Source: an optimization exercise on an open RTL-to-GDS flow (aim: small area). Production flows keep margins and buffers that such runs may drop. Where RTL was checked, it was by simulation tests only, not by an equivalence proof against the original. Power is estimated from default activity; no workload was simulated.

==> 08-09: inputs <==
==> flow/design.v (excerpt) <==
module dctqtop(
 clk,
 reset_n,
 start,
 di,
 din_valid,
 wa,
 be,
 hold,
 ready,
 dctq,
 dctq_valid,
 addr
 ) ;
 input clk ;
 input reset_n ;
 input start ;
 input din_valid ;
 input hold ;
 input [63:0] di ;
 input [2:0] wa ;
 input [7:0] be ;
 output ready ;
 output [8:0] dctq ;
 output dctq_valid ;
 output [5:0] addr ;
 wire rnw ;
 wire encnt2 ;
 wire [5:0] cnt1_reg ;
 wire [2:0] cnt2_reg ;
 wire [2:0] cnt3_reg ;
 wire [5:0] cnt4_reg ;
 wire [63:0] col ;
 wire [15:0] rsel ;
 wire [39:0] u1 ;
 wire [2:0] ms1 ;
 wire [10:0] din_next ;
 wire [10:0] qr0, qr1, qr2, qr3, qr4, qr5, qr6, qr7 ;
 wire [47:0] u2 ;
 wire [2:0] ms2 ;
 wire [11:0] dct_next ;
 wire [8:0] dctq_next ;
 reg [39:0] u1_reg ;           
 reg [2:0] ms1_reg ;           
 reg [2:0] k1_reg ;            
 reg [14*11-1:0] din_pipe ;    
 reg [2:0] cnt3_d1, cnt3_d2 ;  
 reg [47:0] u2_reg ;           
 reg [2:0] ms2_reg ;           
 reg [2:0] k2_reg ;            
 reg [12*12-1:0] dct_pipe ;    
 reg [9*9-1:0] dctq_pipe ;     
 dualram dualram1 ( .clk(clk), .rnw(rnw), .be(be), .sel(rsel),
  .wa(wa), .di(di), .din_valid(din_valid), .dout(col) ) ;
 adder12s first_a ( .x(col), .k(cnt1_reg[5:3]), .u(u1), .msum(ms1) ) ;
 always @ (posedge clk)
 begin
  u1_reg <= u1 ;
  ms1_reg <= ms1 ;
  k1_reg <= cnt1_reg[5:3] ;
 end
 mult8ux8s first_b ( .u(u1_reg), .msum(ms1_reg), .k(k1_reg), .din(din_next) ) ;
 always @ (posedge clk)
  din_pipe <= {din_pipe[13*11-1:0], din_next} ;
 dctreg2x8xn #(11) dctreg1 ( .clk(clk), .din(din_pipe[14*11-1 -: 11]),
  ...
Settings: LEC_CHECK=0, CAP_MARGIN=20, CORE_MARGIN=2, CORE_UTILIZATION=65, CTS_CLUSTER_DIAMETER=80, CTS_CLUSTER_SIZE=30, GPL_TIMING_DRIVEN=0, SLEW_MARGIN=20; clock period 8.0 ns.
run.sh (not shown) runs the stock make flow with config.mk's settings and CLKGATE_MAP_FILE= SYNTH_SCRIPT=/design/flow/synth_recipe.tcl, a recipe that flattens the netlist after the stock synthesis.
==> inputs of 08-23, as changes to 08-09 <==
--- a/flow/design.v
+++ b/flow/design.v
@@ -1,72 +1,60 @@
 module ram_rc(
  clk,
  we,
  be,
+ ra,
  wa,
  di,
- q
+ dout
  ) ;
  input clk ;
  input we ;              
  input [7:0] be ;        
- input [2:0] wa ;        
+ input [2:0] ra, wa ;    
  input [63:0] di ;
- output [511:0] q ;      
+ output [63:0] dout ;    
  genvar r, b ;
  generate
   for (r = 0; r < 8; r = r + 1) begin : g_row
-   reg [63:0] row ;
+   reg [63:0] q ;
    for (b = 0; b < 8; b = b + 1) begin : g_byte
     always @ (posedge clk)
      if (we && (wa == r) && be[b])
-      row[8*b +: 8] <= di[8*b +: 8] ;
+      q[8*b +: 8] <= di[8*b +: 8] ;
    end
-   assign q[511-64*r -: 64] = row ;
+   assign dout[63-8*r -: 8] = q[63-8*ra -: 8] ;
   end
  endgenerate
 endmodule
 module dualram(
  clk,
  rnw,
  be,
- sel,
+ ra,
  wa,
  di,
  din_valid,
  dout
  ) ;
  input clk ;
  input rnw ;             
  input din_valid ;
  input [7:0] be ;
- input [15:0] sel ;
- input [2:0] wa ;
+ input [2:0] ra, wa ;
  input [63:0] di ;
- output [63:0] dout ;    
- wire [511:0] q1 ;
- wire [511:0] q2 ;
- ram_rc ram1 ( .clk(clk), .we(din_valid & rnw), .be(be), .wa(wa),
-  .di(di), .q(q1) ) ;
- ram_rc ram2 ( .clk(clk), .we(din_valid & ~rnw), .be(be), .wa(wa),
-  .di(di), .q(q2) ) ;
- genvar r, b, c ;
- generate
-  for (r = 0; r < 8; r = r + 1) begin : g_row
-   for (b = 0; b < 8; b = b + 1) begin : g_bit
-    wire [15:0] cand ;
-    for (c = 0; c < 8; c = c + 1) begin : g_col
-     assign cand[c] = q1[511-64*r-8*c-7+b] ;
-     assign cand[8+c] = q2[511-64*r-8*c-7+b] ;
-    end
-    assign dout[63-8*r-7+b] = |(cand & sel) ;
-   end
-  end
- endgenerate
+ output [63:0] dout ;
+ wire [63:0] do1 ;
+ wire [63:0] do2 ;
+ ram_rc ram1 ( .clk(clk), .we(din_valid & rnw), .be(be), .ra(ra), .wa(wa),
+  .di(di), .dout(do1) ) ;
+ ram_rc ram2 ( .clk(clk), .we(din_valid & ~rnw), .be(be), .ra(ra), .wa(wa),
+  .di(di), .dout(do2) ) ;
+ assign dout = rnw ? do2 : do1 ;
 endmodule
 module mult11sx8s(u, msum, k, dct) ;
  input [47:0] u ;
  input [2:0] msum ;
  input [2:0] k ;
  output [11:0] dct ;
  wire bn0_0 = 8'b00111111 >> k ;
  wire b10_0 = 8'b11110001 >> k ;
@@ -2610,36 +2598,31 @@
  ready, 
  rnw, 
  dctq_valid, 
  encnt2, 
  cnt1_reg, 
 cnt2_reg, 
 cnt3_reg, 
  cnt4_reg, 
- addr, 
- rsel 
+ addr 
  ); 
  input clk ; 
 input reset_n ; 
 input start ; 
 input hold ; 
 output ready ; 
 output rnw ; 
 output dctq_valid ; 
 output encnt2 ; 
 output [5:0] cnt1_reg ; 
 output [2:0] cnt2_reg ; 
 output [2:0] cnt3_reg ; 
 output [5:0] cnt4_reg ; 
 output [5:0] addr ; 
-output [15:0] rsel ;  
-reg [15:0] rsel ; 
-wire [5:0] cnt1_n ; 
-wire rnw_n ; 
 reg ready ; 
 reg rnw ; 
 reg dctq_valid ; 
 reg dctq_valid_prev ; 
 reg start_reg1 ; 
 reg cnt_0 ; 
 reg [5:0] cnt1_reg ; 
 reg [2:0] cnt2_reg ; 
@@ -2806,25 +2789,16 @@
  cnt_0 <= 1'b0 ; 
  rnw <= !rnw ;  
  end 
  else if (swrnw2) 
  rnw <= !rnw ;  
  else 
  rnw <= rnw ; 
 end
-assign cnt1_n = (hold == 1'b0 && encnt1 == 1'b1) ? cnt1_next : cnt1_reg ;
-assign rnw_n = (hold == 1'b0 && (swrnw1 || swrnw2)) ? !rnw : rnw ;
-always @ (posedge clk or negedge reset_n) 
-begin 
- if (reset_n == 1'b0) 
- rsel <= 16'h0100 ; 
- else 
- rsel <= 16'h0001 << {rnw_n, cnt1_n[2:0]} ; 
-end 
 assign swon_ready = ((start_reg1 == 1'b1)&&(cnt1_reg ==6'd01)) ? 1'b1 : 1'b0 ; 
 always @ (posedge clk or negedge reset_n) 
 begin 
  if (reset_n == 1'b0) 
  ready <= 1'b1; 
  else if (hold == 1'b1) 
  ready <= ready ; 
  else if (swon_ready) 
@@ -2896,17 +2870,16 @@
  output [5:0] addr ;
  wire rnw ;
  wire encnt2 ;
  wire [5:0] cnt1_reg ;
  wire [2:0] cnt2_reg ;
  wire [2:0] cnt3_reg ;
  wire [5:0] cnt4_reg ;
  wire [63:0] col ;
- wire [15:0] rsel ;
  wire [39:0] u1 ;
  wire [2:0] ms1 ;
  wire [10:0] din_next ;
  wire [10:0] qr0, qr1, qr2, qr3, qr4, qr5, qr6, qr7 ;
  wire [47:0] u2 ;
  wire [2:0] ms2 ;
  wire [11:0] dct_next ;
  wire [8:0] dctq_next ;
@@ -2915,17 +2888,17 @@
  reg [2:0] k1_reg ;            
  reg [14*11-1:0] din_pipe ;    
  reg [2:0] cnt3_d1, cnt3_d2 ;  
  reg [47:0] u2_reg ;           
  reg [2:0] ms2_reg ;           
  reg [2:0] k2_reg ;            
  reg [12*12-1:0] dct_pipe ;    
  reg [9*9-1:0] dctq_pipe ;     
- dualram dualram1 ( .clk(clk), .rnw(rnw), .be(be), .sel(rsel),
+ dualram dualram1 ( .clk(clk), .rnw(rnw), .be(be), .ra(cnt1_reg[2:0]),
   .wa(wa), .di(di), .din_valid(din_valid), .dout(col) ) ;
  adder12s first_a ( .x(col), .k(cnt1_reg[5:3]), .u(u1), .msum(ms1) ) ;
  always @ (posedge clk)
  begin
   u1_reg <= u1 ;
   ms1_reg <= ms1 ;
   k1_reg <= cnt1_reg[5:3] ;
  end
@@ -2954,11 +2927,10 @@
   dct_pipe <= {dct_pipe[11*12-1:0], dct_next} ;
  mult12sx8u quant ( .dct(dct_pipe[12*12-1 -: 12]), .a(cnt4_reg), .dctq(dctq_next) ) ;
  always @ (posedge clk)
   dctq_pipe <= {dctq_pipe[8*9-1:0], dctq_next} ;
  assign dctq = dctq_pipe[9*9-1 -: 9] ;
  dctq_controller dctq_control1 ( .clk(clk), .reset_n(reset_n), .start(start),
   .hold(hold), .ready(ready), .rnw(rnw), .dctq_valid(dctq_valid),
   .encnt2(encnt2), .cnt1_reg(cnt1_reg), .cnt2_reg(cnt2_reg),
-  .cnt3_reg(cnt3_reg), .cnt4_reg(cnt4_reg), .addr(addr),
-  .rsel(rsel) ) ;
+  .cnt3_reg(cnt3_reg), .cnt4_reg(cnt4_reg), .addr(addr) ) ;
 endmodule
==> flow/config.mk (replaced) <==
export PLATFORM = sky130hd
export DESIGN_NAME = dctqtop
export DESIGN_NICKNAME = dctqtop
export VERILOG_FILES = /design/flow/design.v
export SDC_FILE = /design/flow/constraint.sdc
export NUM_CORES = 4
export LEC_CHECK = 0
export CAP_MARGIN = 20
export CORE_MARGIN = 2
export CORE_UTILIZATION = 65
export CTS_CLUSTER_DIAMETER = 60
export CTS_CLUSTER_SIZE = 25
export SLEW_MARGIN = 20
==> inputs of 05-08, as changes to 08-09 <==
--- a/flow/design.v
+++ b/flow/design.v
@@ -1,72 +1,60 @@
 module ram_rc(
  clk,
  we,
  be,
+ ra,
  wa,
  di,
- q
+ dout
  ) ;
  input clk ;
  input we ;              
  input [7:0] be ;        
- input [2:0] wa ;        
+ input [2:0] ra, wa ;    
  input [63:0] di ;
- output [511:0] q ;      
+ output [63:0] dout ;    
  genvar r, b ;
  generate
   for (r = 0; r < 8; r = r + 1) begin : g_row
-   reg [63:0] row ;
+   reg [63:0] q ;
    for (b = 0; b < 8; b = b + 1) begin : g_byte
     always @ (posedge clk)
      if (we && (wa == r) && be[b])
-      row[8*b +: 8] <= di[8*b +: 8] ;
+      q[8*b +: 8] <= di[8*b +: 8] ;
    end
-   assign q[511-64*r -: 64] = row ;
+   assign dout[63-8*r -: 8] = q[63-8*ra -: 8] ;
   end
  endgenerate
 endmodule
 module dualram(
  clk,
  rnw,
  be,
- sel,
+ ra,
  wa,
  di,
  din_valid,
  dout
  ) ;
  input clk ;
  input rnw ;             
  input din_valid ;
  input [7:0] be ;
- input [15:0] sel ;
- input [2:0] wa ;
+ input [2:0] ra, wa ;
  input [63:0] di ;
- output [63:0] dout ;    
- wire [511:0] q1 ;
- wire [511:0] q2 ;
- ram_rc ram1 ( .clk(clk), .we(din_valid & rnw), .be(be), .wa(wa),
-  .di(di), .q(q1) ) ;
- ram_rc ram2 ( .clk(clk), .we(din_valid & ~rnw), .be(be), .wa(wa),
-  .di(di), .q(q2) ) ;
- genvar r, b, c ;
- generate
-  for (r = 0; r < 8; r = r + 1) begin : g_row
-   for (b = 0; b < 8; b = b + 1) begin : g_bit
-    wire [15:0] cand ;
-    for (c = 0; c < 8; c = c + 1) begin : g_col
-     assign cand[c] = q1[511-64*r-8*c-7+b] ;
-     assign cand[8+c] = q2[511-64*r-8*c-7+b] ;
-    end
-    assign dout[63-8*r-7+b] = |(cand & sel) ;
-   end
-  end
- endgenerate
+ output [63:0] dout ;
+ wire [63:0] do1 ;
+ wire [63:0] do2 ;
+ ram_rc ram1 ( .clk(clk), .we(din_valid & rnw), .be(be), .ra(ra), .wa(wa),
+  .di(di), .dout(do1) ) ;
+ ram_rc ram2 ( .clk(clk), .we(din_valid & ~rnw), .be(be), .ra(ra), .wa(wa),
+  .di(di), .dout(do2) ) ;
+ assign dout = rnw ? do2 : do1 ;
 endmodule
 module mult11sx8s(u, msum, k, dct) ;
  input [47:0] u ;
  input [2:0] msum ;
  input [2:0] k ;
  output [11:0] dct ;
  wire bn0_0 = 8'b00111111 >> k ;
  wire b10_0 = 8'b11110001 >> k ;
@@ -2610,36 +2598,31 @@
  ready, 
  rnw, 
  dctq_valid, 
  encnt2, 
  cnt1_reg, 
 cnt2_reg, 
 cnt3_reg, 
  cnt4_reg, 
- addr, 
- rsel 
+ addr 
  ); 
  input clk ; 
 input reset_n ; 
 input start ; 
 input hold ; 
 output ready ; 
 output rnw ; 
 output dctq_valid ; 
 output encnt2 ; 
 output [5:0] cnt1_reg ; 
 output [2:0] cnt2_reg ; 
 output [2:0] cnt3_reg ; 
 output [5:0] cnt4_reg ; 
 output [5:0] addr ; 
-output [15:0] rsel ;  
-reg [15:0] rsel ; 
-wire [5:0] cnt1_n ; 
-wire rnw_n ; 
 reg ready ; 
 reg rnw ; 
 reg dctq_valid ; 
 reg dctq_valid_prev ; 
 reg start_reg1 ; 
 reg cnt_0 ; 
 reg [5:0] cnt1_reg ; 
 reg [2:0] cnt2_reg ; 
@@ -2806,25 +2789,16 @@
  cnt_0 <= 1'b0 ; 
  rnw <= !rnw ;  
  end 
  else if (swrnw2) 
  rnw <= !rnw ;  
  else 
  rnw <= rnw ; 
 end
-assign cnt1_n = (hold == 1'b0 && encnt1 == 1'b1) ? cnt1_next : cnt1_reg ;
-assign rnw_n = (hold == 1'b0 && (swrnw1 || swrnw2)) ? !rnw : rnw ;
-always @ (posedge clk or negedge reset_n) 
-begin 
- if (reset_n == 1'b0) 
- rsel <= 16'h0100 ; 
- else 
- rsel <= 16'h0001 << {rnw_n, cnt1_n[2:0]} ; 
-end 
 assign swon_ready = ((start_reg1 == 1'b1)&&(cnt1_reg ==6'd01)) ? 1'b1 : 1'b0 ; 
 always @ (posedge clk or negedge reset_n) 
 begin 
  if (reset_n == 1'b0) 
  ready <= 1'b1; 
  else if (hold == 1'b1) 
  ready <= ready ; 
  else if (swon_ready) 
@@ -2896,17 +2870,16 @@
  output [5:0] addr ;
  wire rnw ;
  wire encnt2 ;
  wire [5:0] cnt1_reg ;
  wire [2:0] cnt2_reg ;
  wire [2:0] cnt3_reg ;
  wire [5:0] cnt4_reg ;
  wire [63:0] col ;
- wire [15:0] rsel ;
  wire [39:0] u1 ;
  wire [2:0] ms1 ;
  wire [10:0] din_next ;
  wire [10:0] qr0, qr1, qr2, qr3, qr4, qr5, qr6, qr7 ;
  wire [47:0] u2 ;
  wire [2:0] ms2 ;
  wire [11:0] dct_next ;
  wire [8:0] dctq_next ;
@@ -2915,17 +2888,17 @@
  reg [2:0] k1_reg ;            
  reg [14*11-1:0] din_pipe ;    
  reg [2:0] cnt3_d1, cnt3_d2 ;  
  reg [47:0] u2_reg ;           
  reg [2:0] ms2_reg ;           
  reg [2:0] k2_reg ;            
  reg [12*12-1:0] dct_pipe ;    
  reg [9*9-1:0] dctq_pipe ;     
- dualram dualram1 ( .clk(clk), .rnw(rnw), .be(be), .sel(rsel),
+ dualram dualram1 ( .clk(clk), .rnw(rnw), .be(be), .ra(cnt1_reg[2:0]),
   .wa(wa), .di(di), .din_valid(din_valid), .dout(col) ) ;
  adder12s first_a ( .x(col), .k(cnt1_reg[5:3]), .u(u1), .msum(ms1) ) ;
  always @ (posedge clk)
  begin
   u1_reg <= u1 ;
   ms1_reg <= ms1 ;
   k1_reg <= cnt1_reg[5:3] ;
  end
@@ -2954,11 +2927,10 @@
   dct_pipe <= {dct_pipe[11*12-1:0], dct_next} ;
  mult12sx8u quant ( .dct(dct_pipe[12*12-1 -: 12]), .a(cnt4_reg), .dctq(dctq_next) ) ;
  always @ (posedge clk)
   dctq_pipe <= {dctq_pipe[8*9-1:0], dctq_next} ;
  assign dctq = dctq_pipe[9*9-1 -: 9] ;
  dctq_controller dctq_control1 ( .clk(clk), .reset_n(reset_n), .start(start),
   .hold(hold), .ready(ready), .rnw(rnw), .dctq_valid(dctq_valid),
   .encnt2(encnt2), .cnt1_reg(cnt1_reg), .cnt2_reg(cnt2_reg),
-  .cnt3_reg(cnt3_reg), .cnt4_reg(cnt4_reg), .addr(addr),
-  .rsel(rsel) ) ;
+  .cnt3_reg(cnt3_reg), .cnt4_reg(cnt4_reg), .addr(addr) ) ;
 endmodule
==> flow/config.mk (replaced) <==
export PLATFORM = sky130hd
export DESIGN_NAME = dctqtop
export DESIGN_NICKNAME = dctqtop
export VERILOG_FILES = /design/flow/design.v
export SDC_FILE = /design/flow/constraint.sdc
export NUM_CORES = 4
export LEC_CHECK = 0
export CAP_MARGIN = 20
export CORE_MARGIN = 2
export CORE_UTILIZATION = 65
export CTS_BUF_LIST = sky130_fd_sc_hd__clkbuf_4 sky130_fd_sc_hd__clkbuf_8
export SLEW_MARGIN = 20
==> impl_metrics.csv <==
group,metric,value,unit
floorplan,num_rows,133,
yosys,muxShareOfSynthArea,7.24,%
min_path,min_from,"din_pipe[142]",
placement,placedCellCount,7906,
yosys,synth_area_leaders,"edfxtp_1 42%, fa_1 12%, dfxtp_1 11%",
global_route,grt_pass1_wl,331000,µm
route,viasPerCell,6.08,
power,clock_power_share,43.5,%
power,p_leak,36.2,nW
yosys,synth_cells,6201,
yosys,synthAdderAreaFrac,15.3,%
run_status,status,"finished clean",
power,comb_power,0.197,mW
critical_path,crit_buf_inv,3,
(the above is from 05-08)
==> impl_metrics.csv <==
group,metric,value,unit
min_path,min_from,"din_pipe[82]",
yosys,synth_cells,6201,
floorplan,num_rows,133,
run_status,status,"finished clean",
yosys,synthAdderAreaFrac,15.3,%
placement,placedCellCount,7906,
yosys,synth_area_leaders,"edfxtp_1 42%, fa_1 12%, dfxtp_1 11%",
power,clock_power_share,38.7,%
yosys,muxShareOfSynthArea,7.24,%
power,p_leak,35.2,nW
route,viasPerCell,6.16,
(the above is from 08-23)
==> impl_metrics.csv <==
group,metric,value,unit
floorplan,num_rows,130,
yosys,synthAdderAreaFrac,15.8,%
yosys,muxShareOfSynthArea,0.408,%
route,viasPerCell,6.63,
run_status,status,"finished with violations",
sta,setup_viol,3,
power,p_leak,34.4,nW
yosys,synth_area_leaders,"edfxtp_1 43%, fa_1 13%, dfxtp_1 12%",
sta,worst_slack,-0.130,ns
run_status,so_faults,"negative setup slack",
min_path,min_from,"dct_pipe[95]",
(the above is from 08-09)
Only the layout flow was run in 08-23 and 05-08; the RTL was not checked for function there.

-- static timing again, ports no longer ideal --
The flow's constraints put no driver on any port. The routed layouts listed below were extracted and timed again, unchanged, in two steps. Step 1 assumes that a clkbuf_16 drives the clock port and a buf_2 every other input. Step 2, shift: input delay + t, output delay - t, t = (earliest + latest rising clock arrival at the registers) / 2. This alone moves slack from input paths to output paths. Three values: no drivers, after step 1, after step 2; two values: the first two.
run | t, ns | slack for setup (ns) | worst setup path at the end | worst data-port slew with drivers (ns)
08-09 | 0.829 | -0.130 / -0.130 / -0.130 | register to register | 0.04
08-23 | 0.821 | 0.229 / 0.229 / 0.229 | register to register | 0.19
05-08 | 1.018 | 0.308 / 0.308 / 0.308 | register to register | 0.21
